From an optimization exercise on the open Yosys and OpenROAD flow, aimed at small area and a short achievable clock period; shortcuts taken in it are not production practice. Only simulation tests tie the RTL to the original design; equivalence was not proved. Power figures rest on the tool's default switching activity, not on a simulated workload.

## config.mk

```make
export PLATFORM = sky130hd
export DESIGN_NAME = framer_o
export DESIGN_NICKNAME = framer_o
export VERILOG_FILES = /design/flow/design.v
export SDC_FILE = /design/flow/constraint.sdc
export NUM_CORES = 4
export LEC_CHECK = 0
export CAP_MARGIN = 20
export CORE_MARGIN = 2
export CORE_UTILIZATION = 40
export PLACE_DENSITY = 0.6
export SETUP_SLACK_MARGIN = 4.1
export SLEW_MARGIN = 20
export SYNTH_HIERARCHICAL = 1
```

## constraint.sdc

```tcl
create_clock -name core_clock -period 6.0 [get_ports {mclk}]
set_input_delay 1.2000 -clock core_clock [delete_from_list [all_inputs] [get_ports {mclk}]]
set_output_delay 1.2000 -clock core_clock [all_outputs]
set_load 0.01 [all_outputs]
```

## design.v

```verilog
module framer_o(
    input mclk,  
    input wclk,
    input [23:0] chan1,
    input [23:0] chan2,
    input [23:0] chan3,
    input [23:0] chan4,
    input [23:0] chan5,
    input [23:0] chan6,
    input [23:0] chan7,
    input [23:0] chan8,
    input [3:0] user,
    output reg adat
);
reg [4:0] c;
reg [2:0] h;
reg [2:0] r;
reg plr;
reg [7:0] pn;
wire [7:0] pnd;
wire fs = wclk & ~plr;
wire [23:0] a;    
wire [7:0]  b;    
adat_dec dec (.c(c), .h(h), .r(r), .a(a), .b(b));
wire y0_0;
adat_aoi222 u0_0 (.a0(chan1[0]), .s0(a[0]), .a1(chan1[1]), .s1(a[1]), .a2(chan1[2]), .s2(a[2]), .y(y0_0));
wire y0_1;
adat_aoi222 u0_1 (.a0(chan1[3]), .s0(a[3]), .a1(chan1[4]), .s1(a[4]), .a2(chan1[5]), .s2(a[5]), .y(y0_1));
wire y0_2;
adat_aoi222 u0_2 (.a0(chan1[6]), .s0(a[6]), .a1(chan1[7]), .s1(a[7]), .a2(chan1[8]), .s2(a[8]), .y(y0_2));
wire y0_3;
adat_aoi222 u0_3 (.a0(chan1[9]), .s0(a[9]), .a1(chan1[10]), .s1(a[10]), .a2(chan1[11]), .s2(a[11]), .y(y0_3));
wire y0_4;
adat_aoi222 u0_4 (.a0(chan1[12]), .s0(a[12]), .a1(chan1[13]), .s1(a[13]), .a2(chan1[14]), .s2(a[14]), .y(y0_4));
wire y0_5;
adat_aoi222 u0_5 (.a0(chan1[15]), .s0(a[15]), .a1(chan1[16]), .s1(a[16]), .a2(chan1[17]), .s2(a[17]), .y(y0_5));
wire y0_6;
adat_aoi222 u0_6 (.a0(chan1[18]), .s0(a[18]), .a1(chan1[19]), .s1(a[19]), .a2(chan1[20]), .s2(a[20]), .y(y0_6));
wire y0_7;
adat_aoi222 u0_7 (.a0(chan1[21]), .s0(a[21]), .a1(chan1[22]), .s1(a[22]), .a2(chan1[23]), .s2(a[23]), .y(y0_7));
wire o0_0, o0_1;
adat_nand4 n0_0 (.a({y0_0, y0_1, y0_2, y0_3}), .y(o0_0));
adat_nand4 n0_1 (.a({y0_4, y0_5, y0_6, y0_7}), .y(o0_1));
adat_oai21 f0 (.a({o0_1, o0_0}), .b(b[0]), .y(pnd[0]));
wire y1_0;
adat_aoi222 u1_0 (.a0(chan2[0]), .s0(a[0]), .a1(chan2[1]), .s1(a[1]), .a2(chan2[2]), .s2(a[2]), .y(y1_0));
wire y1_1;
adat_aoi222 u1_1 (.a0(chan2[3]), .s0(a[3]), .a1(chan2[4]), .s1(a[4]), .a2(chan2[5]), .s2(a[5]), .y(y1_1));
wire y1_2;
adat_aoi222 u1_2 (.a0(chan2[6]), .s0(a[6]), .a1(chan2[7]), .s1(a[7]), .a2(chan2[8]), .s2(a[8]), .y(y1_2));
wire y1_3;
adat_aoi222 u1_3 (.a0(chan2[9]), .s0(a[9]), .a1(chan2[10]), .s1(a[10]), .a2(chan2[11]), .s2(a[11]), .y(y1_3));
wire y1_4;
adat_aoi222 u1_4 (.a0(chan2[12]), .s0(a[12]), .a1(chan2[13]), .s1(a[13]), .a2(chan2[14]), .s2(a[14]), .y(y1_4));
wire y1_5;
adat_aoi222 u1_5 (.a0(chan2[15]), .s0(a[15]), .a1(chan2[16]), .s1(a[16]), .a2(chan2[17]), .s2(a[17]), .y(y1_5));
wire y1_6;
adat_aoi222 u1_6 (.a0(chan2[18]), .s0(a[18]), .a1(chan2[19]), .s1(a[19]), .a2(chan2[20]), .s2(a[20]), .y(y1_6));
wire y1_7;
adat_aoi222 u1_7 (.a0(chan2[21]), .s0(a[21]), .a1(chan2[22]), .s1(a[22]), .a2(chan2[23]), .s2(a[23]), .y(y1_7));
wire o1_0, o1_1;
adat_nand4 n1_0 (.a({y1_0, y1_1, y1_2, y1_3}), .y(o1_0));
adat_nand4 n1_1 (.a({y1_4, y1_5, y1_6, y1_7}), .y(o1_1));
adat_oai21 f1 (.a({o1_1, o1_0}), .b(b[1]), .y(pnd[1]));
wire y2_0;
adat_aoi222 u2_0 (.a0(chan3[0]), .s0(a[0]), .a1(chan3[1]), .s1(a[1]), .a2(chan3[2]), .s2(a[2]), .y(y2_0));
wire y2_1;
adat_aoi222 u2_1 (.a0(chan3[3]), .s0(a[3]), .a1(chan3[4]), .s1(a[4]), .a2(chan3[5]), .s2(a[5]), .y(y2_1));
wire y2_2;
adat_aoi222 u2_2 (.a0(chan3[6]), .s0(a[6]), .a1(chan3[7]), .s1(a[7]), .a2(chan3[8]), .s2(a[8]), .y(y2_2));
wire y2_3;
adat_aoi222 u2_3 (.a0(chan3[9]), .s0(a[9]), .a1(chan3[10]), .s1(a[10]), .a2(chan3[11]), .s2(a[11]), .y(y2_3));
wire y2_4;
adat_aoi222 u2_4 (.a0(chan3[12]), .s0(a[12]), .a1(chan3[13]), .s1(a[13]), .a2(chan3[14]), .s2(a[14]), .y(y2_4));
wire y2_5;
adat_aoi222 u2_5 (.a0(chan3[15]), .s0(a[15]), .a1(chan3[16]), .s1(a[16]), .a2(chan3[17]), .s2(a[17]), .y(y2_5));
wire y2_6;
adat_aoi222 u2_6 (.a0(chan3[18]), .s0(a[18]), .a1(chan3[19]), .s1(a[19]), .a2(chan3[20]), .s2(a[20]), .y(y2_6));
wire y2_7;
adat_aoi222 u2_7 (.a0(chan3[21]), .s0(a[21]), .a1(chan3[22]), .s1(a[22]), .a2(chan3[23]), .s2(a[23]), .y(y2_7));
wire o2_0, o2_1;
adat_nand4 n2_0 (.a({y2_0, y2_1, y2_2, y2_3}), .y(o2_0));
adat_nand4 n2_1 (.a({y2_4, y2_5, y2_6, y2_7}), .y(o2_1));
adat_oai21 f2 (.a({o2_1, o2_0}), .b(b[2]), .y(pnd[2]));
wire y3_0;
adat_aoi222 u3_0 (.a0(chan4[0]), .s0(a[0]), .a1(chan4[1]), .s1(a[1]), .a2(chan4[2]), .s2(a[2]), .y(y3_0));
wire y3_1;
adat_aoi222 u3_1 (.a0(chan4[3]), .s0(a[3]), .a1(chan4[4]), .s1(a[4]), .a2(chan4[5]), .s2(a[5]), .y(y3_1));
wire y3_2;
adat_aoi222 u3_2 (.a0(chan4[6]), .s0(a[6]), .a1(chan4[7]), .s1(a[7]), .a2(chan4[8]), .s2(a[8]), .y(y3_2));
wire y3_3;
adat_aoi222 u3_3 (.a0(chan4[9]), .s0(a[9]), .a1(chan4[10]), .s1(a[10]), .a2(chan4[11]), .s2(a[11]), .y(y3_3));
wire y3_4;
adat_aoi222 u3_4 (.a0(chan4[12]), .s0(a[12]), .a1(chan4[13]), .s1(a[13]), .a2(chan4[14]), .s2(a[14]), .y(y3_4));
wire y3_5;
adat_aoi222 u3_5 (.a0(chan4[15]), .s0(a[15]), .a1(chan4[16]), .s1(a[16]), .a2(chan4[17]), .s2(a[17]), .y(y3_5));
wire y3_6;
adat_aoi222 u3_6 (.a0(chan4[18]), .s0(a[18]), .a1(chan4[19]), .s1(a[19]), .a2(chan4[20]), .s2(a[20]), .y(y3_6));
wire y3_7;
adat_aoi222 u3_7 (.a0(chan4[21]), .s0(a[21]), .a1(chan4[22]), .s1(a[22]), .a2(chan4[23]), .s2(a[23]), .y(y3_7));
wire o3_0, o3_1;
adat_nand4 n3_0 (.a({y3_0, y3_1, y3_2, y3_3}), .y(o3_0));
adat_nand4 n3_1 (.a({y3_4, y3_5, y3_6, y3_7}), .y(o3_1));
adat_oai21 f3 (.a({o3_1, o3_0}), .b(b[3]), .y(pnd[3]));
wire y4_0;
adat_aoi222 u4_0 (.a0(chan5[0]), .s0(a[0]), .a1(chan5[1]), .s1(a[1]), .a2(chan5[2]), .s2(a[2]), .y(y4_0));
wire y4_1;
adat_aoi222 u4_1 (.a0(chan5[3]), .s0(a[3]), .a1(chan5[4]), .s1(a[4]), .a2(chan5[5]), .s2(a[5]), .y(y4_1));
wire y4_2;
adat_aoi222 u4_2 (.a0(chan5[6]), .s0(a[6]), .a1(chan5[7]), .s1(a[7]), .a2(chan5[8]), .s2(a[8]), .y(y4_2));
wire y4_3;
adat_aoi222 u4_3 (.a0(chan5[9]), .s0(a[9]), .a1(chan5[10]), .s1(a[10]), .a2(chan5[11]), .s2(a[11]), .y(y4_3));
wire y4_4;
adat_aoi222 u4_4 (.a0(chan5[12]), .s0(a[12]), .a1(chan5[13]), .s1(a[13]), .a2(chan5[14]), .s2(a[14]), .y(y4_4));
wire y4_5;
adat_aoi222 u4_5 (.a0(chan5[15]), .s0(a[15]), .a1(chan5[16]), .s1(a[16]), .a2(chan5[17]), .s2(a[17]), .y(y4_5));
wire y4_6;
adat_aoi222 u4_6 (.a0(chan5[18]), .s0(a[18]), .a1(chan5[19]), .s1(a[19]), .a2(chan5[20]), .s2(a[20]), .y(y4_6));
wire y4_7;
adat_aoi222 u4_7 (.a0(chan5[21]), .s0(a[21]), .a1(chan5[22]), .s1(a[22]), .a2(chan5[23]), .s2(a[23]), .y(y4_7));
wire o4_0, o4_1;
adat_nand4 n4_0 (.a({y4_0, y4_1, y4_2, y4_3}), .y(o4_0));
adat_nand4 n4_1 (.a({y4_4, y4_5, y4_6, y4_7}), .y(o4_1));
adat_oai21 f4 (.a({o4_1, o4_0}), .b(b[4]), .y(pnd[4]));
wire y5_0;
adat_aoi222 u5_0 (.a0(chan6[0]), .s0(a[0]), .a1(chan6[1]), .s1(a[1]), .a2(chan6[2]), .s2(a[2]), .y(y5_0));
wire y5_1;
adat_aoi222 u5_1 (.a0(chan6[3]), .s0(a[3]), .a1(chan6[4]), .s1(a[4]), .a2(chan6[5]), .s2(a[5]), .y(y5_1));
wire y5_2;
adat_aoi222 u5_2 (.a0(chan6[6]), .s0(a[6]), .a1(chan6[7]), .s1(a[7]), .a2(chan6[8]), .s2(a[8]), .y(y5_2));
wire y5_3;
adat_aoi222 u5_3 (.a0(chan6[9]), .s0(a[9]), .a1(chan6[10]), .s1(a[10]), .a2(chan6[11]), .s2(a[11]), .y(y5_3));
wire y5_4;
adat_aoi222 u5_4 (.a0(chan6[12]), .s0(a[12]), .a1(chan6[13]), .s1(a[13]), .a2(chan6[14]), .s2(a[14]), .y(y5_4));
wire y5_5;
adat_aoi222 u5_5 (.a0(chan6[15]), .s0(a[15]), .a1(chan6[16]), .s1(a[16]), .a2(chan6[17]), .s2(a[17]), .y(y5_5));
wire y5_6;
adat_aoi222 u5_6 (.a0(chan6[18]), .s0(a[18]), .a1(chan6[19]), .s1(a[19]), .a2(chan6[20]), .s2(a[20]), .y(y5_6));
wire y5_7;
adat_aoi222 u5_7 (.a0(chan6[21]), .s0(a[21]), .a1(chan6[22]), .s1(a[22]), .a2(chan6[23]), .s2(a[23]), .y(y5_7));
wire o5_0, o5_1;
adat_nand4 n5_0 (.a({y5_0, y5_1, y5_2, y5_3}), .y(o5_0));
adat_nand4 n5_1 (.a({y5_4, y5_5, y5_6, y5_7}), .y(o5_1));
adat_oai21 f5 (.a({o5_1, o5_0}), .b(b[5]), .y(pnd[5]));
wire y6_0;
adat_aoi222 u6_0 (.a0(chan7[0]), .s0(a[0]), .a1(chan7[1]), .s1(a[1]), .a2(chan7[2]), .s2(a[2]), .y(y6_0));
wire y6_1;
adat_aoi222 u6_1 (.a0(chan7[3]), .s0(a[3]), .a1(chan7[4]), .s1(a[4]), .a2(chan7[5]), .s2(a[5]), .y(y6_1));
wire y6_2;
adat_aoi222 u6_2 (.a0(chan7[6]), .s0(a[6]), .a1(chan7[7]), .s1(a[7]), .a2(chan7[8]), .s2(a[8]), .y(y6_2));
wire y6_3;
adat_aoi222 u6_3 (.a0(chan7[9]), .s0(a[9]), .a1(chan7[10]), .s1(a[10]), .a2(chan7[11]), .s2(a[11]), .y(y6_3));
wire y6_4;
adat_aoi222 u6_4 (.a0(chan7[12]), .s0(a[12]), .a1(chan7[13]), .s1(a[13]), .a2(chan7[14]), .s2(a[14]), .y(y6_4));
wire y6_5;
adat_aoi222 u6_5 (.a0(chan7[15]), .s0(a[15]), .a1(chan7[16]), .s1(a[16]), .a2(chan7[17]), .s2(a[17]), .y(y6_5));
wire y6_6;
adat_aoi222 u6_6 (.a0(chan7[18]), .s0(a[18]), .a1(chan7[19]), .s1(a[19]), .a2(chan7[20]), .s2(a[20]), .y(y6_6));
wire y6_7;
adat_aoi222 u6_7 (.a0(chan7[21]), .s0(a[21]), .a1(chan7[22]), .s1(a[22]), .a2(chan7[23]), .s2(a[23]), .y(y6_7));
wire o6_0, o6_1;
adat_nand4 n6_0 (.a({y6_0, y6_1, y6_2, y6_3}), .y(o6_0));
adat_nand4 n6_1 (.a({y6_4, y6_5, y6_6, y6_7}), .y(o6_1));
adat_oai21 f6 (.a({o6_1, o6_0}), .b(b[6]), .y(pnd[6]));
wire y7_0;
adat_aoi222 u7_0 (.a0(chan8[0]), .s0(a[0]), .a1(chan8[1]), .s1(a[1]), .a2(chan8[2]), .s2(a[2]), .y(y7_0));
wire y7_1;
adat_aoi222 u7_1 (.a0(chan8[3]), .s0(a[3]), .a1(chan8[4]), .s1(a[4]), .a2(chan8[5]), .s2(a[5]), .y(y7_1));
wire y7_2;
adat_aoi222 u7_2 (.a0(chan8[6]), .s0(a[6]), .a1(chan8[7]), .s1(a[7]), .a2(chan8[8]), .s2(a[8]), .y(y7_2));
wire y7_3;
adat_aoi222 u7_3 (.a0(chan8[9]), .s0(a[9]), .a1(chan8[10]), .s1(a[10]), .a2(chan8[11]), .s2(a[11]), .y(y7_3));
wire y7_4;
adat_aoi222 u7_4 (.a0(chan8[12]), .s0(a[12]), .a1(chan8[13]), .s1(a[13]), .a2(chan8[14]), .s2(a[14]), .y(y7_4));
wire y7_5;
adat_aoi222 u7_5 (.a0(chan8[15]), .s0(a[15]), .a1(chan8[16]), .s1(a[16]), .a2(chan8[17]), .s2(a[17]), .y(y7_5));
wire y7_6;
adat_aoi222 u7_6 (.a0(chan8[18]), .s0(a[18]), .a1(chan8[19]), .s1(a[19]), .a2(chan8[20]), .s2(a[20]), .y(y7_6));
wire y7_7;
adat_aoi222 u7_7 (.a0(chan8[21]), .s0(a[21]), .a1(chan8[22]), .s1(a[22]), .a2(chan8[23]), .s2(a[23]), .y(y7_7));
wire o7_0, o7_1;
adat_nand4 n7_0 (.a({y7_0, y7_1, y7_2, y7_3}), .y(o7_0));
adat_nand4 n7_1 (.a({y7_4, y7_5, y7_6, y7_7}), .y(o7_1));
adat_oai21 f7 (.a({o7_1, o7_0}), .b(b[7]), .y(pnd[7]));
wire [3:0] us;
wire k;
adat_const cst (.c(c), .h(h), .r(r), .us(us), .k(k));
wire yu, yk, p1, p2, cur;
adat_aoi222 c_u (.a0(user[0]), .s0(us[0]), .a1(user[1]), .s1(us[1]), .a2(user[2]), .s2(us[2]), .y(yu));
adat_aoi21 c_k (.a0(user[3]), .s0(us[3]), .b(k), .y(yk));
adat_and4 c_p1 (.a(pn[3:0]), .y(p1));
adat_and4 c_p2 (.a(pn[7:4]), .y(p2));
adat_nand4 c_b (.a({yu, yk, p1, p2}), .y(cur));
wire [4:0] cn;
wire [2:0] hn, rn;
adat_next nx (.c(c), .h(h), .r(r), .fs(fs), .cn(cn), .hn(hn), .rn(rn));
always @(posedge mclk) begin
    plr <= wclk;
    pn <= pnd;
    c <= cn;
    h <= hn;
    r <= rn;
    adat <= adat ^ cur;
end
endmodule
module adat_dec (
    input [4:0] c,
    input [2:0] h,
    input [2:0] r,
    output [23:0] a,
    output [7:0] b
);
wire [3:0] rsn;
adat_nand2b d_r1 (.an(r[1]), .b(r[0]), .y(rsn[0]));    
adat_nand2b d_r2 (.an(r[2]), .b(r[1]), .y(rsn[1]));    
adat_nand2 d_r3 (.a(r[2]), .b(r[0]), .y(rsn[2]));      
adat_nand2b d_r4 (.an(r[0]), .b(r[2]), .y(rsn[3]));    
wire [5:0] hsn;
adat_or2 d_h0 (.a(h[2]), .b(h[0]), .y(hsn[0]));        
adat_nand2b d_h1 (.an(h[1]), .b(h[0]), .y(hsn[1]));    
adat_nand2b d_h2 (.an(h[2]), .b(h[1]), .y(hsn[2]));    
adat_nand2 d_h3 (.a(h[2]), .b(h[0]), .y(hsn[3]));      
adat_nand2b d_h4 (.an(h[0]), .b(h[1]), .y(hsn[4]));    
adat_nand2b d_h5 (.an(h[1]), .b(h[2]), .y(hsn[5]));    
genvar i;
generate
    for (i = 0; i < 24; i = i + 1) begin : g_a
        adat_nor2 d_a (.a(rsn[i % 4]), .b(hsn[i / 4]), .y(a[i]));
    end
    for (i = 0; i < 8; i = i + 1) begin : g_b
        assign b[i] = (c == i);
    end
endgenerate
endmodule
module adat_const (
    input [4:0] c,
    input [2:0] h,
    input [2:0] r,
    output [3:0] us,
    output k
);
wire r0 = ~r[2] & ~r[0];
wire r1 = r[0] & ~r[1];
wire r2 = r[1] & ~r[2];
wire r3 = r[2] & r[0];
wire r4 = r[2] & ~r[0];
wire h0 = ~h[2] & ~h[0];
wire h2 = h[1] & ~h[2];
wire h3 = h[2] & h[0];
wire c8 = (c == 5'd8);
wire c9up = c[4] | (c[3] & |c[2:0]);
assign k = (r1 & ((c < 5'd8) | (c8 & h0))) | (r2 & c8 & h2);
assign us[0] = r3 & c8 & h2;
assign us[1] = r4 & c8 & h2;
assign us[2] = r0 & c8 & h3;
assign us[3] = c9up | ((c == 5'd0) & r0 & h0) |
               (c8 & h[2] & (~r0 | ~h[0]));
endmodule
module adat_next (
    input [4:0] c,
    input [2:0] h,
    input [2:0] r,
    input fs,
    output [4:0] cn,
    output [2:0] hn,
    output [2:0] rn
);
wire wrap = c[4] & c[0] & ~h[2] & ~h[0] & r[0] & ~r[1];
wire clr = fs | wrap;
wire er = r[2] & ~r[0];
wire eh = er & h[2] & ~h[1];
assign rn = fs ? 3'b001 : wrap ? 3'b000 : {r[1] & r[0], r[0], ~r[2]};
assign hn = clr ? 3'b000 : er ? {h[1], h[0], ~h[2]} : h;
assign cn = clr ? 5'd0 : c + {4'd0, eh};
endmodule
module adat_aoi222 (input a0, s0, a1, s1, a2, s2, output y);
assign y = ~((a0 & s0) | (a1 & s1) | (a2 & s2));
endmodule
module adat_aoi21 (input a0, s0, b, output y);
assign y = ~((a0 & s0) | b);
endmodule
module adat_and4 (input [3:0] a, output y);
assign y = &a;
endmodule
module adat_nand4 (input [3:0] a, output y);
assign y = ~&a;
endmodule
module adat_oai21 (input [1:0] a, input b, output y);
assign y = ~((|a) & b);
endmodule
module adat_nand2 (input a, b, output y);
assign y = ~(a & b);
endmodule
module adat_nand2b (input an, b, output y);
assign y = ~(~an & b);
endmodule
module adat_or2 (input a, b, output y);
assign y = a | b;
endmodule
module adat_nor2 (input a, b, output y);
assign y = ~(a | b);
endmodule
```

## flow/run.sh

```bash
#!/bin/bash
# The standard layout, with plain buf_1 cells as the port buffers and no
# dummy loads in the clock tree
set -euo pipefail
bash standard.sh "BUFFER_PORTS_ARGS=-buffer_cell sky130_fd_sc_hd__buf_1" \
  "CTS_ARGS=-sink_clustering_enable -repair_clock_nets -dont_use_dummy_load" \
  finish > standard_flow.log 2>&1
```

## standard.sh

```bash
#!/bin/bash
# synth_recipe.tcl (not shown) runs the flow's synth.tcl, then flattens the netlist and writes it again
# the make line also repeats each setting of config.mk as NAME=value (left out here)
make -C /OpenROAD-flow-scripts/flow DESIGN_CONFIG=/design/flow/config.mk WORK_HOME=/design/flow/orfs CLKGATE_MAP_FILE= SYNTH_SCRIPT=/design/flow/synth_recipe.tcl "${@:-finish}"
```

==> key figures, run 1 <==
Layout
  – Fillers: 444
  – Finished Layout Cells: 466
  – Nets: 616
  – Layout cells sized above 1: 7.73%
  – Ant. Diodes: 0
  – Final Core Density: 62.1%
  – Area delta synth->final: 48.5%

Worst setup path
  – CP max stage delay: 0.57 ns
  – CP cell instances: buf_1, a222oi_1, nand4_1, o21ai_1
  – Crit end category: register
  – Reg-to-Reg End: pn[5]
  – R2R Path Start: r[2]
  – Worst path top cell family by delay: compound AO/OA/AOI/OAI gates
  – Crit path buf inv count: 1
  – Worst-path maximum fanout: 1
  – WP data arrival: 2.17 ns
  – Critical Path Source Type: primary input
  – Critical path required time: 6.20 ns
  – Crit Path Class: in -> reg
  – CP max stage cell: a222oi_1
  – Critical path depth: 4
  – R2R cell count: 5
  – Reg2Reg Setup Slack: 4.06 ns

Clocking
  – Clk slew on worst S/H paths: 0.08 ns
  – Clock Path Buffers: 2
  – CTS tree: done
  – TritonCTS Buffers: 3
  – CTS root buf: clkbuf_8
  – Cts hold-fix bufs: 0
  – Worst-Skew Late Latency: 0.26 ns
  – Clk sink count: 21
  – H-tree depth: 1

Logic synthesis
  – Asr flop ratio synth: 0%
  – EDFF count, synth: 0
  – Netlist cell types: 36
  – Syn Nets: 413
  – Mapped Area: 1830 sq um
  – Gate Count Post-Synth: 213
  – Synth warn: 7
  – Main synth FF type: dfxtp_1
  – Syn_area_per_cell: 8.61 sq um
  – Number of synthesized register bits: 21
  – Register area share after synthesis: 22.9%

Detailed routing
  – Via density: 6.58
  – Initial drt markers: 542
  – Drt total wl: 9270 um
  – Vias: 3064
  – Total iterations of the first detailed-routing run: 9
  – DRC: 0
  – Antenna Nets Post-Route: 0
  – WL per Instance: 19.9 um

Hold path
  – Hold EP: adat
  – Worst hold path depth: 2
  – Min-delay src: adat
  – Hold WC Path Type: reg -> reg

GRT
  – Number of global-route vias before repair: 2889
  – First-pass GRT wire length: 14000 um
  – Grt ovf: 0
  – Initial antenna violation count: 0
  – Largest net degree at the start of global routing: 13
  – Tot GR Track Use: 34.3%

STA
  – Fmax: 507 MHz
  – Final period utilization: 32.9%
  – Slew @ Worst Pin: 0.627 ns
  – Final Setup Violations: 0
  – Slew margin rel.: 58.0%
  – Final Hold Fails: 0
  – Post-route setup TNS: 0 ns
  – Crit path time final: 1.97 ns
  – Max Slew Vio Count: 0
  – Worst-case clock skew: 0.0106 ns
  – RSZ-0062 raised after global routing: true

Placed design
  – Placed cell count: 462
  – Routability cong.: 0.900
  – Hpwl dp: 7490 um
  – Port bufs: 198

Die
  – Core area: 4380 sq um
  – IO Count: 199
  – Initial core utilization: 41.8%
  – FP Rows: 24
  – Die width: 71.7 um
  – DIE AREA: 5140 sq um
  – Die height: 71.7 um

Status
  – Outcome: no timing/DRC/antenna violations

Power and ir drop
  – Cell Pwr Density: 165 nW/um^2
  – Leakage power: 0.868 nW
  – VDD IR max: 0.101 mV

Run
  – Total of max-cap violations: 0
==> cell type report <==
class                           instances  area, sq um  share of cell area (%)
Clock buffer                            3         41.3                    1.52
Inverter                                5         18.8                   0.689
Multi-Input combinational cell        186         1410                    51.9
Sequential cell                        21          427                    15.7
Tap cell                               52         65.1                    2.39
Timing Repair Buffer                  199          758                    27.8
==> cells in the mapped netlist (all sizes together) (3+ instances only) <==
cell / instances / area, sq um
nor4: 3 / 25.0
nand2b: 10 / 62.6
xor2: 3 / 26.3
a21oi: 3 / 18.8
o21ai: 9 / 45.0
nand3: 3 / 15.0
nor2: 41 / 154
nand4: 17 / 106
a222oi: 65 / 651
dfxtp: 21 / 420
inv: 5 / 18.8
nor3b: 4 / 35.0
nor3: 3 / 30.0
nand2: 3 / 11.3
==> per-layer routing <==
layer | share of wire [%] | track usage [%] | wire [um]
met1 | 40 | 45.5 | 3680
met5 | 0 | 0 | 0
met2 | 48 | 60.3 | 4430
met4 | 1.4 | 6.50 | 131
met3 | 11 | 3.94 | 1030
==> Yosys stat by module, one instance, submodules excluded, a selection <==
module       area, sq um  flops+latches  cells inside  copies in the design
adat_next            211              0            32                     1
adat_const           135              0            18                     1
adat_aoi222         10.0              0             1                    65
adat_aoi21          8.76              0             1                     1
adat_and4           8.76              0             1                     2
adat_nand2b         6.26              0             1                     7
adat_or2            6.26              0             1                     1
adat_nand4          6.26              0             1                    17
adat_oai21          5.00              0             1                     8
adat_nor2           3.75              0             1                    24
adat_nand2          3.75              0             1                     2
==> worst max path at each step <==
| stage | from | end | slack [ns] |
|---|---|---|---|
| final | chan6[9] | pn[5] | 4.03 |
| after global routing | chan1[15] | pn[0] | 4.02 |
| after CTS | chan6[9] | pn[5] | 4.09 |
| after detailed placement | chan6[9] | pn[5] | 3.80 |
| after global placement | chan1[15] | pn[0] | 3.81 |
| after floorplan | user[0] | adat | 4.10 |
==> placed cells by master (no fill, tap or decap), types with 3 or more instances in the layout <==
cell type / n
inv_1: 4
buf_1: 197
xor2_1: 3
nor3_2: 3
nor3b_1: 3
dfxtp_1: 16
dfxtp_2: 5
a222oi_1: 65
nor2_2: 9
clkbuf_8: 3
nor2_1: 32
nand4_1: 17
nand2b_1: 7
nand3_1: 3
nand2b_2: 3
o21ai_1: 9
nand2_1: 3
==> power breakdown <==
part,internal [mW],switching [mW],total (mW)
Clock,0.0447,0.0436,0.0883
Combinational,0.0884,0.0995,0.188
Sequential,0.154,0.0193,0.173
Total,0.287,0.162,0.449
==> cells by family (layout without fill, tap and decap cells) <==
kind of cell	after synthesis	count (layout)	synth area share (%)
simple gates	97	97	30.2
flops	21	21	22.9
buf+inv	6	207	1.64
xor+xnor	4	4	1.91
mux	2	2	1.09
fa+ha+maj	2	2	1.36
compound gates	81	81	40.9
==> through the flow <==
step	hold slack, ns	setup slack, ns	total power [mW]	cell area, sq um
finish	0.530	4.03	0.449	2720
global route	0.537	4.02	0.471	2720
CTS	0.527	4.09	0.439	2700
detailed placement	0.454	3.80	0.341	2630
global placement	0.445	3.81	0.339	2630
floorplan	0.496	4.10	0.258	1830
==> state kept, by name (all words and copies together) (netlist names) <==
name and cells:
adat 1, c 5, h 3, plr 1, pn 8, r 3
==> worst min-delay path: stages (launching register included) <==
cell     delay [ns]
dfxtp_2        0.34
buf_4          0.11
xor2_1         0.05
==> timing repair <==
item                       4_1_cts  5_1_grt
buffers inserted                 1        0
pin swaps                        2        3
setup endpoints to repair        9        9
hold endpoints to repair         0        0
gates resized for setup          8       11
==> run 2: changes to the inputs <==
==> flow/run.sh (replaced) <==
#!/bin/bash
# The standard layout, with plain buf_1 cells as the port buffers and
# each channel's input pins kept together (flow/io.tcl)
set -euo pipefail
bash standard.sh "BUFFER_PORTS_ARGS=-buffer_cell sky130_fd_sc_hd__buf_1" \
  "IO_CONSTRAINTS=$PWD/flow/io.tcl" \
  finish > standard_flow.log 2>&1
==> flow/io.tcl (new file) <==
# Keep each channel's input pins together, in bit order, so that each
# channel's selection logic can sit next to its pins.
for {set c 1} {$c <= 8} {incr c} {
  set names {}
  for {set i 0} {$i < 24} {incr i} {
    lappend names "chan${c}\[$i\]"
  }
  set_io_pin_constraint -group -order -pin_names $names
}
==> key figures, run 2 <==
STA
  – RSZ-0062 raised after global routing: true
  – Post-route setup TNS: 0 ns
  – Slew @ Worst Pin: 0.609 ns
  – Fmax: 522 MHz
  – Max Slew Vio Count: 0
  – Final Setup Violations: 0
  – Slew margin rel.: 59.4%
  – Final period utilization: 31.9%
  – Final Hold Fails: 0
  – Crit path time final: 1.92 ns
  – Worst-case clock skew: 0.00369 ns

Placed design
  – Routability cong.: 0.911
  – Placed cell count: 462
  – Hpwl dp: 7420 um
  – Port bufs: 198

Layout
  – Layout cells sized above 1: 12.0%
  – Area delta synth->final: 54.8%
  – Most frequent cells in the layout: 197 x buf_1, 65 x a222oi_1, 17 x nand4_1, 17 x nor2_1, 16 x dfxtp_1
  – Final Core Density: 64.8%
  – Top reg by flops: pn
  – Most common cell after layout, fill and taps aside: buf_1
  – Nets: 616
  – Finished Layout Cells: 467
  – Largest register FFs: 8
  – Fillers: 418
  – Largest regs: pn (8), c (5)
  – Ant. Diodes: 0

Detailed routing
  – Vias: 3197
  – Antenna Nets Post-Route: 0
  – Via density: 6.85
  – WL per Instance: 22.7 um
  – DRC: 0
  – Drt total wl: 10600 um
  – Initial drt markers: 715
  – Total iterations of the first detailed-routing run: 10

Clocking
  – CTS root buf: clkbuf_8
  – Clk sink count: 21
  – Cts hold-fix bufs: 0
  – Clk slew on worst S/H paths: 0.09 ns
  – Clock Path Buffers: 2
  – H-tree depth: 1
  – TritonCTS Buffers: 3
  – Worst-Skew Late Latency: 0.28 ns
  – CTS tree: done

Status
  – Outcome: no timing/DRC/antenna violations

Logic synthesis
  – Synth top cells by count: 65 x a222oi_1, 41 x nor2_1, 21 x dfxtp_1
  – Syn_area_per_cell: 8.61 sq um
  – Yosys top cell area share: 35.5%
  – Synth area leaders: a222oi_1 35%, dfxtp_1 23%, nor2_1 8.4%, nand4_1 5.8%, nand2b_1 3.4%
  – Asr flop ratio synth: 0%
  – Gate Count Post-Synth: 213
  – Number of synthesized register bits: 21
  – Most common cell in the netlist: a222oi_1
  – EDFF count, synth: 0
  – Mapped Area: 1830 sq um
  – Main synth FF type: dfxtp_1
  – Register area share after synthesis: 22.9%
  – Synth warn: 7
  – Netlist cell types: 36
  – Synth area leader: a222oi_1
  – Syn Nets: 413

GRT
  – Initial antenna violation count: 0
  – Grt ovf: 0
  – Number of global-route vias before repair: 2933
  – First-pass GRT wire length: 15300 um
  – Tot GR Track Use: 39.1%
  – Largest net degree at the start of global routing: 14

Worst setup path
  – CP cell instances: buf_6
  – Crit path buf inv count: 1
  – Critical Path Source Type: register
  – Critical path required time: 4.80 ns
  – Crit end category: primary output
  – WP data arrival: 0.72 ns
  – CP max stage delay: 0.33 ns
  – Worst path top cell family by delay: flip-flops
  – Crit Path Class: reg -> out
  – CP max stage cell: dfxtp_2
  – Worst-path maximum fanout: 2

Power and ir drop
  – Cell Pwr Density: 173 nW/um^2
  – Leakage power: 0.871 nW
  – VDD IR max: 0.0913 mV

Die
  – DIE AREA: 5140 sq um
  – FP Rows: 24
  – Core area: 4380 sq um
  – IO Count: 199
  – Initial core utilization: 41.8%
  – Die width: 71.7 um
  – Die height: 71.7 um

Run
  – Total of max-cap violations: 0

Hold path
  – Hold WC Path Type: reg -> reg
run 2: path summary, 6_finish.rpt:
check / start / endpoint / slack (ns) / depth (start not counted)
worst min register to register: adat / adat / 0.53 / 2
worst max-delay path: adat / adat / 4.08 / 1
worst max register to register: r[1] / pn[4] / 4.15 / 5
worst min-delay path: adat / adat / 0.53 / 2
run 2: where the power goes:
group / total [mW] / leakage (nW) / internal [mW] / switching, mW
Sequential: 0.173 / 0.173 / 0.154 / 0.0194
Combinational: 0.215 / 0.677 / 0.0920 / 0.123
Clock: 0.104 / 0.0217 / 0.0472 / 0.0564
run 2: cell type report:
type | instances | area [sq um] | share of cell area [%]
clock buffer | 3 | 41.3 | 1.45
clock inverter | 1 | 7.51 | 0.264
inverter | 5 | 18.8 | 0.661
multi-input combinational | 186 | 1520 | 53.6
sequential | 21 | 427 | 15.0
tap | 52 | 65.1 | 2.29
timing repair buffer | 199 | 758 | 26.7
run 2: cells by family (layout without fill, tap and decap cells):
family	count (synthesis)	count (layout)	synth area share, %
buffers and inverters	6	208	1.64
flip-flops	21	21	22.9
multiplexers	2	2	1.09
XOR/XNOR	4	4	1.91
AND/OR/NAND/NOR	97	97	30.2
AO/OA/AOI/OAI	81	81	40.9
adder cells (fa/ha/maj)	2	2	1.36
run 2: what timing repair did:
item / 4_1_cts / 5_1_grt
hold endpoints to repair: 0 / 0
setup buffers: 1 / 0
pin swaps: 0 / 0
gates resized for setup: 25 / 24
setup endpoints to repair: 9 / 11
run 2: layer usage:
layer | vias to the layer above | share of wire, % | global-route usage, %
met2 | 320 | 44 | 61.1
met1 | 1438 | 36 | 52.5
met5 | - | 0 | 0
met4 | 0 | 3.2 | 10.1
met3 | 42 | 17 | 12.1
li1 | 1397 | - | -
run 2: per-module statistics from Yosys (local to each module, per instance):
module | copies in the design | flip-flops and latches
adat_oai21 | 8 | 0
adat_nand2b | 7 | 0
adat_or2 | 1 | 0
adat_aoi21 | 1 | 0
adat_const | 1 | 0
adat_aoi222 | 65 | 0
adat_and4 | 2 | 0
adat_nor2 | 24 | 0
framer_o | 1 | 21
adat_nand4 | 17 | 0
adat_dec | 1 | 0
adat_next | 1 | 0
adat_nand2 | 2 | 0
run 2: through the flow:
stage               setup WS, ns  instance area [sq um]  hold slack (ns)  power (mW)
CTS                         4.09                   2750            0.527       0.467
global route                4.07                   2840            0.555       0.512
global placement            3.95                   2630            0.444       0.346
detailed placement          3.95                   2630            0.451       0.346
finish                      4.08                   2840            0.531       0.492
floorplan                   4.10                   1830            0.496       0.258
==> run 3: changes to the inputs <==
--- a/config.mk
+++ b/config.mk
@@ -11,3 +11,3 @@
 export PLACE_DENSITY = 0.6
-export SETUP_SLACK_MARGIN = 4.1
+export SETUP_SLACK_MARGIN = 3.95
 export SLEW_MARGIN = 20
==> key figures, run 3 <==
Die
  – Die width: 71.7 um
  – DIE AREA: 5140 sq um
  – FP Rows: 24
  – Initial core utilization: 41.8%
  – Die height: 71.7 um
  – Core area: 4380 sq um
  – IO Count: 199

Logic synthesis
  – Synth warn: 7
  – Syn Nets: 413
  – Synth top cells by count: 65 x a222oi_1, 41 x nor2_1, 21 x dfxtp_1
  – Main synth FF type: dfxtp_1
  – Netlist cell types: 36
  – Synth area leaders: a222oi_1 35%, dfxtp_1 23%, nor2_1 8.4%, nand4_1 5.8%, nand2b_1 3.4%
  – Syn_area_per_cell: 8.61 sq um
  – Number of synthesized register bits: 21
  – Most common cell in the netlist: a222oi_1
  – Yosys top cell area share: 35.5%
  – Register area share after synthesis: 22.9%
  – EDFF count, synth: 0
  – Gate Count Post-Synth: 213
  – Synth area leader: a222oi_1
  – Mapped Area: 1830 sq um
  – Asr flop ratio synth: 0%

Layout
  – Top reg by flops: pn
  – Largest register FFs: 8
  – Ant. Diodes: 0
  – Largest regs: pn (8), c (5)
  – Layout cells sized above 1: 9.18%
  – Design area: 2740 sq um
  – Nets: 615
  – Most common cell after layout, fill and taps aside: buf_1
  – Most frequent cells in the layout: 198 x buf_1, 65 x a222oi_1, 22 x nor2_2
  – Area delta synth->final: 49.5%

STA
  – RSZ-0062 raised after global routing: false
  – Final Setup Violations: 0
  – Final period utilization: 33.1%
  – Max Slew Vio Count: 0
  – Fmax: 503 MHz
  – Slew margin rel.: 46.3%
  – Final Hold Fails: 0
  – Post-route setup TNS: 0 ns
  – Slew @ Worst Pin: 0.803 ns
  – Crit path time final: 1.99 ns
  – Worst-case clock skew: 0.00511 ns

Clocking
  – Worst-Skew Late Latency: 0.28 ns
  – H-tree depth: 1
  – CTS root buf: clkbuf_8
  – Clk slew on worst S/H paths: 0.08 ns
  – CTS tree: done
  – Setup bufs post-CTS: 0
  – TritonCTS Buffers: 3
  – Clock Path Buffers: 2
  – Post-cts resize count: 1
  – Cts hold-fix bufs: 0
  – Clk sink count: 21

Detailed routing
  – Antenna Nets Post-Route: 0
  – Via density: 6.78
  – Vias: 3159
  – DRC: 0
  – WL per Instance: 21.9 um
  – Initial drt markers: 764
  – Total iterations of the first detailed-routing run: 9
  – Drt total wl: 10200 um

Worst setup path
  – Crit end category: primary output
  – CP max stage delay: 0.36 ns
  – Crit Path Class: reg -> out
  – Crit path buf inv count: 1
  – Worst path top cell family by delay: flip-flops
  – WP data arrival: 0.79 ns
  – Critical path required time: 4.80 ns
  – Worst-path maximum fanout: 2
  – Critical Path Source Type: register
  – CP cell instances: buf_1
  – CP max stage cell: dfxtp_1

Power and ir drop
  – Cell Pwr Density: 166 nW/um^2
  – Leakage power: 0.859 nW
  – VDD IR max: 0.0876 mV

GRT
  – Number of global-route vias before repair: 2914
  – Largest net degree at the start of global routing: 13
  – Tot GR Track Use: 37.5%
  – Grt ovf: 0
  – First-pass GRT wire length: 14500 um
  – Initial antenna violation count: 0

Placed design
  – Routability cong.: 0.939
  – Cell Area, Placed: 2630 sq um
  – Port bufs: 198
  – Hpwl dp: 7170 um

Status
  – Outcome: no timing/DRC/antenna violations

Run
  – Total of max-cap violations: 0

Hold path
  – Hold WC Path Type: reg -> reg
run 3: cell counts after synthesis:
No cell type changed its count.
run 3: cell type report:
| class | count | area (sq um) |
|---|---|---|
| multi-input combinational | 186 | 1450 |
| clock inverter | 1 | 5.00 |
| clock buffer | 3 | 41.3 |
| tap | 52 | 65.1 |
| timing repair buffer | 198 | 743 |
| inverter | 5 | 18.8 |
| sequential | 21 | 422 |
| fill | 452 | 1640 |
run 3: path summary, 6_finish.rpt:
kind	depth (start not counted)	start	slack, ns	to
setup / recovery	1	adat	4.01	adat
hold / removal	1	adat	0.46	adat
hold reg to reg	1	adat	0.46	adat
setup reg to reg	5	r[2]	4.03	pn[0]
run 3: per-module statistics from Yosys, one instance, submodules excluded, excerpt:
module	cells inside	flops+latches	cell area (sq um)
adat_and4	1	0	8.76
adat_or2	1	0	6.26
adat_dec	13	0	81.3
adat_nand2b	1	0	6.26
adat_next	32	0	211
adat_aoi222	1	0	10.0
run 3: kinds of logic after synthesis:
group | share of synthesized area, %
AO/OA/AOI/OAI | 40.9
XOR/XNOR | 1.91
adder cells (fa/ha/maj) | 1.36
buffers and inverters | 1.64
flip-flops | 22.9
multiplexers | 1.09
AND/OR/NAND/NOR | 30.2
run 3: routing by layer:
metal  GRT usage, %  share of wire (%)  up-vias
met1           49.7                 36     1457
met2           57.5                 45      274
li1               -                  -     1388
met4           17.2                3.9        0
met5              0                  0        -
met3           8.86                 14       40
run 3: where the power goes:
group          leakage [nW]  internal, mW  switching [mW]
sequential            0.172         0.152          0.0179
clock                0.0255        0.0466          0.0547
combinational         0.662        0.0793           0.103
total                 0.859         0.278           0.176
run 3: worst register-to-register path: cells and delay by family, from the launching register on:
family | cells | cell delay (ns)
simple gates | 3 | 1.03
flops | 1 | 0.56
compound gates | 2 | 0.28
run 3: through the flow:
stage / total power [mW] / cells / setup slack, ns / utilization, % / hold WS (ns)
after global placement: 0.337 / 462 / 3.97 / 60.0 / 0.452
after detailed placement: 0.340 / 462 / 3.95 / 60.0 / 0.460
after floorplan: 0.257 / 213 / 4.08 / - / 0.481
after global routing: 0.475 / 466 / 3.95 / 62.5 / 0.487
after CTS: 0.437 / 466 / 3.96 / 61.1 / 0.470
final: 0.454 / 466 / 4.01 / 62.5 / 0.464
==> run 4: changes to the inputs <==
==> flow/io.tcl (replaced) <==
# Keep the three input pins that each AOI222 of the selection logic reads
# together, in bit order.
for {set c 1} {$c <= 8} {incr c} {
  for {set g 0} {$g < 8} {incr g} {
    set names {}
    for {set i [expr {3 * $g}]} {$i < [expr {3 * $g + 3}]} {incr i} {
      lappend names "chan${c}\[$i\]"
    }
    set_io_pin_constraint -group -order -pin_names $names
  }
}
--- a/config.mk
+++ b/config.mk
@@ -11,3 +11,3 @@
 export PLACE_DENSITY = 0.6
-export SETUP_SLACK_MARGIN = 3.95
+export SETUP_SLACK_MARGIN = 4.1
 export SLEW_MARGIN = 20
==> key figures, run 4 <==
Logic synthesis
  – EDFF count, synth: 0
  – Synth area leader: a222oi_1
  – Synth top cells by count: 65 x a222oi_1, 41 x nor2_1, 21 x dfxtp_1
  – Syn Nets: 413
  – Synth warn: 7
  – Post-synthesis mux area share: 1.09%
  – Synth area leaders: a222oi_1 35%, dfxtp_1 23%, nor2_1 8.4%, nand4_1 5.8%, nand2b_1 3.4%
  – Netlist cell types: 36
  – Synth Area in Simple Gates: 30.2%
  – Post-synthesis adder-cell area fraction: 1.36%
  – Gate Count Post-Synth: 213
  – Yosys top cell area share: 35.5%
  – Complex-gate fraction of the synthesized area: 40.9%
  – Largest family of logic cells by synthesized area: compound AO/OA/AOI/OAI gates
  – Mapped Area: 1830 sq um
  – Syn_area_per_cell: 8.61 sq um
  – Most common cell in the netlist: a222oi_1
  – Register area share after synthesis: 22.9%
  – Number of synthesized register bits: 21
  – Main synth FF type: dfxtp_1
  – Xor/xnor cell area share of the yosys netlist: 1.91%
  – Asr flop ratio synth: 0%

Power and ir drop
  – Gate power share: 42.0%
  – Sequential share of power: 37.7%
  – Internal Power: 290 uW
  – Clk network pwr share: 20.2%
  – VDD IR max: 0.0989 mV
  – Switching fraction of total power: 36.3%
  – Leakage power: 0.870 nW
  – Net Sw Power: 165 uW
  – Cell Pwr Density: 167 nW/um^2

Detailed routing
  – WL per Instance: 19.2 um
  – Via density: 6.59
  – Initial drt markers: 605
  – Vias: 3079
  – Total iterations of the first detailed-routing run: 14
  – DRC: 0
  – Antenna Nets Post-Route: 0
  – Drt total wl: 8960 um

GRT
  – First-pass GRT wire length: 13100 um
  – Tot GR Track Use: 32.7%
  – Initial antenna violation count: 0
  – Largest net degree at the start of global routing: 13
  – Grt ovf: 0
  – Number of global-route vias before repair: 2791

Worst setup path
  – Critical Path Source Type: primary input
  – Worst-path maximum fanout: 1
  – CP max stage delay: 0.66 ns
  – Critical path depth: 4
  – Critical path required time: 6.20 ns
  – Worst path top cell family by delay: compound AO/OA/AOI/OAI gates
  – CP max stage cell: a222oi_1
  – Crit path buf inv count: 1
  – WP data arrival: 2.25 ns
  – Crit Path Class: in -> reg
  – Crit end category: register
  – CP cell instances: buf_1, a222oi_1, nand4_1, o21ai_1
  – R2R cell count: 5

Clocking
  – Clk sink count: 21
  – H-tree depth: 1
  – CTS tree: done
  – TritonCTS Buffers: 3
  – Clock Path Buffers: 2
  – Clk slew on worst S/H paths: 0.07 ns
  – CTS root buf: clkbuf_8
  – Worst-Skew Late Latency: 0.26 ns

STA
  – Final Setup Violations: 0
  – RSZ-0062 raised after global routing: true
  – Slew @ Worst Pin: 0.732 ns
  – Crit path time final: 2.05 ns
  – Slew margin rel.: 51.0%
  – Worst-case clock skew: 0.00255 ns
  – Post-route setup TNS: 0 ns
  – Fmax: 488 MHz
  – Final Hold Fails: 0
  – Final period utilization: 34.2%
  – Max Slew Vio Count: 0

Die
  – Core area: 4380 sq um
  – IO Count: 199
  – DIE AREA: 5140 sq um
  – Initial core utilization: 41.8%
  – Die height: 71.7 um
  – Die width: 71.7 um
  – FP Rows: 24

Placed design
  – Placed cell count: 462
  – Hpwl dp: 7290 um
  – Routability cong.: 0.962
  – Port bufs: 198

Run
  – Total of max-cap violations: 0

Layout
  – Finished Layout Cells: 467
  – Ant. Diodes: 0
  – Nets: 616
  – Top reg by flops: pn
  – Layout cells sized above 1: 7.95%
  – Most frequent cells in the layout: 197 x buf_1, 65 x a222oi_1, 31 x nor2_1
  – Largest register FFs: 8
  – Largest regs: pn (8), c (5)
  – Area delta synth->final: 48.8%
  – Most common cell after layout, fill and taps aside: buf_1

Hold path
  – Worst hold path depth: 2
  – Hold WC Path Type: reg -> reg

Status
  – Outcome: no timing/DRC/antenna violations
[run 4: cell counts after synthesis]
No cell type changed its count.
[run 4: final timing paths]
path / to / slack (ns) / from
hold reg to reg: adat / 0.54 / adat
hold / removal: adat / 0.54 / adat
setup / recovery: pn[7] / 3.95 / chan8[9]
setup reg to reg: pn[7] / 4.01 / r[0]
[run 4: tightest hold or removal path: stages, from the launching register on]
cell,delay (ns)
dfxtp_2,0.34
buf_4,0.10
xor2_1,0.06
[run 4: metrics by stage]
stage          utilization (%)  hold slack (ns)  instance area [sq um]  setup WS (ns)  total power, mW
2_1_floorplan                -            0.496                   1830           4.10            0.258
3_3_place_gp              60.0            0.442                   2630           3.71            0.340
3_5_place_dp              60.0            0.451                   2630           3.71            0.341
4_1_cts                   61.6            0.525                   2700           4.00            0.446
5_1_grt                   62.3            0.556                   2730           3.92            0.477
6_report                  62.3            0.543                   2730           3.95            0.455
[run 4: power groups by stage]
stage	Combinational [mW]	Clock (mW)	Sequential [mW]
global placement	0.168	0	0.172
CTS	0.182	0.0944	0.170
floorplan	0.0886	0	0.169
finish	0.191	0.0920	0.172
global route	0.205	0.0989	0.173
detailed placement	0.170	0	0.172
[run 4: area by class of cell]
| cell class | instances | area [sq um] |
|---|---|---|
| inverter | 5 | 18.8 |
| multi-input combinational | 186 | 1420 |
| sequential | 21 | 427 |
| tap | 52 | 65.1 |
| timing repair buffer | 199 | 758 |
| fill | 433 | 1650 |
| clock buffer | 4 | 45.0 |
[run 4: modules after synthesis (local to each module, per instance), excerpt]
module      area (sq um)  times used  flops+latches  cells
adat_nand2          3.75           2              0      1
adat_dec            81.3           1              0     13
adat_and4           8.76           2              0      1
adat_aoi21          8.76           1              0      1
adat_const           135           1              0     18
framer_o             435           1             21     23
[run 4: cells by family after synthesis]
| logic type | count (synthesis) |
|---|---|
| AOI/OAI and AO/OA | 81 |
| buffers and inverters | 6 |
| muxes | 2 |
| DFF | 21 |
| xor gates and xnor gates | 4 |
| and+or+nand+nor | 97 |
| adders and majority gates | 2 |
[run 4: what timing repair did]
action / in CTS / in global routing
hold buffers: 0 / 0
setup buffers: 1 / 0
resized for setup: 7 / 13
pin swaps: 4 / 4
setup endpoints to repair: 9 / 9
[run 4: per-layer routing]
| layer | GRT usage [%] | vias to the layer above | routed length (um) |
|---|---|---|---|
| met1 | 39.7 | 1425 | 3310 |
| met2 | 57.0 | 245 | 4250 |
| li1 | - | 1392 | - |
| met3 | 8.02 | 17 | 1210 |
| met4 | 9.85 | 0 | 189 |
| met5 | 0 | - | 0 |
==> run 5: changes to the inputs <==
==> flow/io.tcl (replaced) <==
# Keep each group of 12 input pins that one NAND4 of the selection logic
# collects together, in bit order.
for {set c 1} {$c <= 8} {incr c} {
  for {set g 0} {$g < 2} {incr g} {
    set names {}
    for {set i [expr {12 * $g}]} {$i < [expr {12 * $g + 12}]} {incr i} {
      lappend names "chan${c}\[$i\]"
    }
    set_io_pin_constraint -group -order -pin_names $names
  }
}
==> key figures, run 5 <==
Die
  – FP Rows: 24
  – Die height: 71.7 um
  – Die width: 71.7 um
  – DIE AREA: 5140 sq um
  – Core area: 4380 sq um
  – Initial core utilization: 41.8%
  – IO Count: 199

Power and ir drop
  – VDD IR max: 0.0881 mV
  – Net Sw Power: 163 uW
  – Cell Pwr Density: 164 nW/um^2
  – Internal Power: 290 uW
  – Gate power share: 42.1%
  – Sequential share of power: 38.0%
  – Overall power: 453 uW
  – Switching fraction of total power: 35.9%
  – Clk network pwr share: 19.9%
  – Leakage power: 0.868 nW

Logic synthesis
  – Synth warn: 7
  – Yosys top cell area share: 35.5%
  – Register area share after synthesis: 22.9%
  – Post-synthesis adder-cell area fraction: 1.36%
  – Main synth FF type: dfxtp_1
  – Syn_area_per_cell: 8.61 sq um
  – Largest family of logic cells by synthesized area: compound AO/OA/AOI/OAI gates
  – Post-synthesis mux area share: 1.09%
  – Synth top cells by count: 65 x a222oi_1, 41 x nor2_1, 21 x dfxtp_1
  – Complex-gate fraction of the synthesized area: 40.9%
  – Synth area leaders: a222oi_1 35%, dfxtp_1 23%, nor2_1 8.4%, nand4_1 5.8%, nand2b_1 3.4%
  – Mapped Area: 1830 sq um
  – Syn Nets: 413
  – Asr flop ratio synth: 0%
  – Synth Area in Simple Gates: 30.2%
  – Most common cell in the netlist: a222oi_1
  – Gate Count Post-Synth: 213
  – Xor/xnor cell area share of the yosys netlist: 1.91%
  – Netlist cell types: 36
  – Synth area leader: a222oi_1
  – EDFF count, synth: 0
  – Number of synthesized register bits: 21

Layout
  – Ant. Diodes: 0
  – Most common cell after layout, fill and taps aside: buf_1
  – Area delta synth->final: 50.6%
  – Fillers: 443
  – Finished Layout Cells: 467
  – Largest regs: pn (8), c (5)
  – Largest register FFs: 8
  – Layout cells sized above 1: 11.1%
  – Most frequent cells in the layout: 197 x buf_1, 65 x a222oi_1, 23 x nor2_2
  – Top reg by flops: pn
  – Design area: 2760 sq um
  – Nets: 616
  – Final Core Density: 63.0%

Placed design
  – Cell Area, Placed: 2630 sq um
  – Placed cell count: 462
  – Hpwl dp: 6590 um
  – Dpl ws: 3.91 ns
  – Routability cong.: 0.901
  – Port bufs: 198

STA
  – Worst hold slack: 0.524 ns
  – Final Hold Fails: 0
  – Slew @ Worst Pin: 0.637 ns
  – Slew margin rel.: 57.4%
  – Fmax: 528 MHz
  – Worst-case clock skew: 0.00410 ns
  – Crit path time final: 1.89 ns
  – Min setup slack post-route: 4.11 ns
  – Final period utilization: 31.5%
  – Final Setup Violations: 0
  – RSZ-0062 raised after global routing: true
  – Max Slew Vio Count: 0
  – Post-route setup TNS: 0 ns

Detailed routing
  – Drt total wl: 8610 um
  – Vias: 3046
  – Total iterations of the first detailed-routing run: 13
  – Via density: 6.52
  – Initial drt markers: 450
  – DRC: 0
  – WL per Instance: 18.4 um
  – Antenna Nets Post-Route: 0

Status
  – Outcome: no timing/DRC/antenna violations

Hold path
  – Worst hold path depth: 2
  – Hold EP: adat
  – Min-delay src: adat
  – Hold WC Path Type: reg -> reg

Worst setup path
  – Worst-path maximum fanout: 2
  – Reg2Reg Setup Slack: 4.22 ns
  – Crit Path Class: reg -> out
  – Crit path buf inv count: 1
  – WP data arrival: 0.69 ns
  – R2R cell count: 5
  – CP max stage delay: 0.33 ns
  – Crit end category: primary output
  – R2R Path Start: h[2]
  – Reg-to-Reg End: pn[1]
  – CP cell instances: buf_6
  – Critical Path Source Type: register
  – Critical path required time: 4.80 ns
  – Worst path top cell family by delay: flip-flops
  – CP max stage cell: dfxtp_2

GRT
  – Tot GR Track Use: 31.7%
  – First-pass GRT wire length: 13100 um
  – Grt ovf: 0
  – Largest net degree at the start of global routing: 13
  – Initial antenna violation count: 0
  – Number of global-route vias before repair: 2842

Clocking
  – Clk sink count: 21
  – H-tree depth: 1
  – Cts hold-fix bufs: 0
  – Clk slew on worst S/H paths: 0.07 ns
  – CTS tree: done
  – TritonCTS Buffers: 3
  – Clock Path Buffers: 2
  – Worst-Skew Late Latency: 0.25 ns
  – CTS root buf: clkbuf_8

Run
  – Total of max-cap violations: 0
==> run 5: cell types whose count changed in the layout (fill, tap and decap cells not counted) <==
cell | before | now
nor2_1 | 31 | 18
nor2_2 | 10 | 23
==> run 5: area by class of cell <==
type,count,area (sq um),area share (%)
clock buffers,4,45.0,1.63
well taps,52,65.1,2.36
flip-flops and latches,21,427,15.4
multi-input cells,186,1450,52.4
repair buffers,199,758,27.4
inverters,5,18.8,0.679
==> run 5: cells by family (layout without fill, tap and decap cells) <==
logic type                 Yosys count  after routing
buffers and inverters                6            208
and+or+nand+nor                     97             97
xor gates and xnor gates             4              4
AOI/OAI and AO/OA                   81             81
adders and majority gates            2              2
DFF                                 21             21
muxes                                2              2
==> run 5: how the worst max path moves through the flow <==
stage | start | endpoint | slack, ns | cells past startpoint
after floorplan | user[0] | adat | 4.10 | 3
after global placement | chan2[9] | pn[1] | 3.89 | 4
after detailed placement | chan2[9] | pn[1] | 3.91 | 4
after CTS | h[2] | pn[5] | 4.07 | 5
after global routing | adat | adat | 4.09 | 1
final | adat | adat | 4.11 | 1
==> run 5: timing repair <==
action | 4_1_cts | 5_1_grt
cloned | 0 | 0
pin swaps | 0 | 2
gates resized for setup | 22 | 11
setup buffers | 1 | 0
setup endpoints to repair | 9 | 10
==> run 5: modules after synthesis (local to each module, per instance) <==
module       flops+latches  copies in the design  cells inside  cell area [sq um]
adat_and4                0                     2             1               8.76
adat_aoi21               0                     1             1               8.76
adat_aoi222              0                    65             1               10.0
adat_const               0                     1            18                135
adat_dec                 0                     1            13               81.3
adat_nand2               0                     2             1               3.75
adat_nand2b              0                     7             1               6.26
adat_nand4               0                    17             1               6.26
adat_next                0                     1            32                211
adat_nor2                0                    24             1               3.75
adat_oai21               0                     8             1               5.00
adat_or2                 0                     1             1               6.26
framer_o                21                     1            23                435
==> run 5: power by group through the flow <==
stage	logic [mW]	registers, mW	clock network (mW)
after floorplan	0.0886	0.169	0
after global placement	0.166	0.173	0
after detailed placement	0.167	0.172	0
after CTS	0.185	0.170	0.0916
after global routing	0.207	0.174	0.0987
final	0.191	0.172	0.0902
==> run 5: metal layers <==
metal	share of wire [%]	routed length, um	track usage [%]	vias to the layer above
met5	0	0	0	-
met3	10	891	3.23	22
met2	50	4290	56.0	244
li1	-	-	-	1396
met1	38	3290	39.5	1384
met4	1.6	136	12.6	0
==> run 6: changes to the inputs <==
==> flow/run.sh (replaced) <==
#!/bin/bash
# The standard layout, with plain buf_1 cells as the port buffers, each
# group of 12 channel input pins kept together (flow/io.tcl) and no dummy
# loads in the clock tree
set -euo pipefail
bash standard.sh "BUFFER_PORTS_ARGS=-buffer_cell sky130_fd_sc_hd__buf_1" \
  "IO_CONSTRAINTS=$PWD/flow/io.tcl" \
  "CTS_ARGS=-sink_clustering_enable -repair_clock_nets -dont_use_dummy_load" \
  finish > standard_flow.log 2>&1
==> key figures, run 6 <==
Status
  – Outcome: no timing/DRC/antenna violations

GRT
  – Grt ovf: 0
  – First-pass GRT wire length: 13100 um
  – Largest net degree at the start of global routing: 13
  – Number of global-route vias before repair: 2846
  – Initial antenna violation count: 0
  – Tot GR Track Use: 31.7%

Logic synthesis
  – Main synth FF type: dfxtp_1
  – EDFF count, synth: 0
  – Gate Count Post-Synth: 213
  – Yosys top cell area share: 35.5%
  – Asr flop ratio synth: 0%
  – Syn Nets: 413
  – Mapped Area: 1830 sq um
  – Synth warn: 7
  – Register area share after synthesis: 22.9%
  – Most common cell in the netlist: a222oi_1
  – Syn_area_per_cell: 8.61 sq um
  – Synth top cells by count: 65 x a222oi_1, 41 x nor2_1, 21 x dfxtp_1
  – Synth area leader: a222oi_1
  – Synth area leaders: a222oi_1 35%, dfxtp_1 23%, nor2_1 8.4%, nand4_1 5.8%, nand2b_1 3.4%
  – Netlist cell types: 36
  – Number of synthesized register bits: 21

STA
  – RSZ-0062 raised after global routing: true
  – Fmax: 527 MHz
  – Max Slew Vio Count: 0
  – Final Setup Violations: 0
  – Final period utilization: 31.6%
  – Slew margin rel.: 55.0%
  – Slew @ Worst Pin: 0.673 ns
  – Crit path time final: 1.90 ns
  – Post-route setup TNS: 0 ns
  – Worst-case clock skew: 0.00470 ns
  – Final Hold Fails: 0

Layout
  – Area delta synth->final: 49.7%
  – Layout cells sized above 1: 10.4%
  – Top reg by flops: pn
  – Ant. Diodes: 0
  – Largest regs: pn (8), c (5)
  – Largest register FFs: 8
  – Most frequent cells in the layout: 197 x buf_1, 65 x a222oi_1, 21 x nor2_2
  – Fillers: 437
  – Nets: 615
  – Most common cell after layout, fill and taps aside: buf_1

Power and ir drop
  – Cell Pwr Density: 162 nW/um^2
  – Clk network pwr share: 19.4%
  – VDD IR max: 0.0892 mV
  – Sequential share of power: 38.9%
  – Switching fraction of total power: 36.1%
  – Net Sw Power: 160 uW
  – Internal Power: 284 uW
  – Overall power: 444 uW
  – Gate power share: 41.7%
  – Leakage power: 0.862 nW

Worst setup path
  – Crit Path Class: in -> reg
  – Worst path top cell family by delay: compound AO/OA/AOI/OAI gates
  – Crit path buf inv count: 1
  – R2R cell count: 5
  – Critical path depth: 4
  – Crit end category: register
  – CP max stage cell: a222oi_1
  – Critical Path Source Type: primary input
  – CP cell instances: buf_1, a222oi_1, nand4_1, o21ai_1
  – CP max stage delay: 0.40 ns
  – Worst-path maximum fanout: 1
  – Critical path required time: 6.19 ns
  – WP data arrival: 2.09 ns

Die
  – Core area: 4380 sq um
  – Die height: 71.7 um
  – Initial core utilization: 41.8%
  – Die width: 71.7 um
  – IO Count: 199
  – DIE AREA: 5140 sq um
  – FP Rows: 24

Detailed routing
  – Via density: 6.50
  – Initial drt markers: 520
  – Total iterations of the first detailed-routing run: 9
  – Antenna Nets Post-Route: 0
  – Vias: 3023
  – WL per Instance: 18.6 um
  – DRC: 0
  – Drt total wl: 8660 um

Clocking
  – Clk sink count: 21
  – Clock Path Buffers: 2
  – CTS tree: done
  – CTS root buf: clkbuf_8
  – Clk slew on worst S/H paths: 0.07 ns
  – Cts hold-fix bufs: 0
  – H-tree depth: 1
  – TritonCTS Buffers: 3
  – Worst-Skew Late Latency: 0.26 ns

Placed design
  – Routability cong.: 0.901
  – Port bufs: 198
  – Hpwl dp: 6590 um

Hold path
  – Worst hold path depth: 1
  – Hold WC Path Type: reg -> reg

Run
  – Total of max-cap violations: 0
-- run 6: cell counts after synthesis --
Identical to the previous run, type by type.
-- run 6: metrics by stage --
step | std cells | utilization, % | setup WS [ns] | area [sq um] | hold WS (ns)
after global placement | 462 | 60.0 | 3.89 | 2630 | 0.443
final | 465 | 62.6 | 4.10 | 2750 | 0.442
after floorplan | 213 | - | 4.10 | 1830 | 0.496
after global routing | 465 | 62.6 | 4.09 | 2750 | 0.456
after CTS | 465 | 62.2 | 4.10 | 2730 | 0.443
after detailed placement | 462 | 60.0 | 3.91 | 2630 | 0.445
-- run 6: area by class of cell --
cell class / count / area, sq um / area share [%]
clock buffers: 3 / 41.3 / 1.50
inverters: 5 / 18.8 / 0.683
multi-input cells: 186 / 1440 / 52.6
flip-flops and latches: 21 / 427 / 15.5
well taps: 52 / 65.1 / 2.37
repair buffers: 198 / 751 / 27.3
-- run 6: power by group through the flow --
stage               sequential, mW  clock, mW  combinational, mW
floorplan                    0.169          0             0.0886
global placement             0.173          0              0.166
global route                 0.174     0.0941              0.201
detailed placement           0.172          0              0.167
CTS                          0.171     0.0880              0.179
finish                       0.173     0.0860              0.185
-- run 6: path summary, 6_finish.rpt --
path / end / startpoint / slack [ns]
min reg2reg: adat / adat / 0.44
max reg2reg: pn[1] / h[2] / 4.18
max: pn[1] / chan2[9] / 4.10
min: adat / adat / 0.44
-- run 6: cells by family after synthesis --
group	after synthesis	synth area share (%)
buf+inv	6	1.64
simple gates	97	30.2
mux	2	1.09
flops	21	22.9
compound gates	81	40.9
fa+ha+maj	2	1.36
xor+xnor	4	1.91
-- run 6: layer usage --
metal	part of all wire, %	global-route usage (%)	vias up
met5	0	0	-
met4	1.4	12.8	0
met3	11	3.23	17
met2	50	56.2	237
met1	38	39.1	1382
li1	-	-	1387
-- run 6: Yosys stat by module (local to each module, per instance), a selection --
module       copies in the design  cells  flops+latches
adat_and4                       2      1              0
adat_aoi21                      1      1              0
adat_aoi222                    65      1              0
adat_const                      1     18              0
adat_dec                        1     13              0
adat_nand2b                     7      1              0
adat_nand4                     17      1              0
adat_next                       1     32              0
adat_nor2                      24      1              0
adat_or2                        1      1              0
framer_o                        1     23             21
-- run 6: worst reg2reg max path, delay by kind of cell (launching register included) --
kind	cells	cell delay, ns
and+or+nand+nor	3	0.70
AOI/OAI and AO/OA	2	0.59
DFF	1	0.46
-- run 6: what timing repair did --
action | 4_1_cts | 5_1_grt
pin swaps | 0 | 2
setup endpoints to repair | 9 | 10
buffers inserted | 0 | 0
resized for setup | 23 | 8

==> static timing again, ports no longer ideal <==
No port has a modelled driver above. Below, the same layouts with a new extraction and two added sets of constraints.
Step 1 sets driving cells, clkbuf_16 on the clock port and buf_2 on the other inputs (assumed; they add their load-dependent delay and slew).
Step 2 also shifts input and output timing later by t, the mid clock arrival at the registers, as if the neighbouring blocks saw the same clock.
Three values: ideal ports, drivers, drivers and shift; two values: the first two.
| run | t, ns | setup slack, ns | worst setup path at the end | slew at the worst register clock pin (ns) |
|---|---|---|---|---|
| run 1 | 0.279 | 4.027 / 4.030 / 3.751 | input to register | 0.08 / 0.08 |
| run 2 | 0.299 | 4.084 / 4.059 / 3.929 | input to register | 0.09 / 0.09 |
| run 3 | 0.304 | 4.014 / 3.985 / 3.892 | input to register | 0.09 / 0.09 |
| run 4 | 0.285 | 3.951 / 3.946 / 3.661 | input to register | 0.07 / 0.07 |
| run 5 | 0.277 | 4.107 / 4.082 / 3.849 | input to register | 0.07 / 0.07 |
| run 6 | 0.279 | 4.104 / 4.081 / 3.831 | input to register | 0.07 / 0.07 |
After both steps setup and hold are still met in every run listed. The setup slack of run 4, which loses most, moves by -0.005 ns with the drivers and by -0.290 ns with both steps.
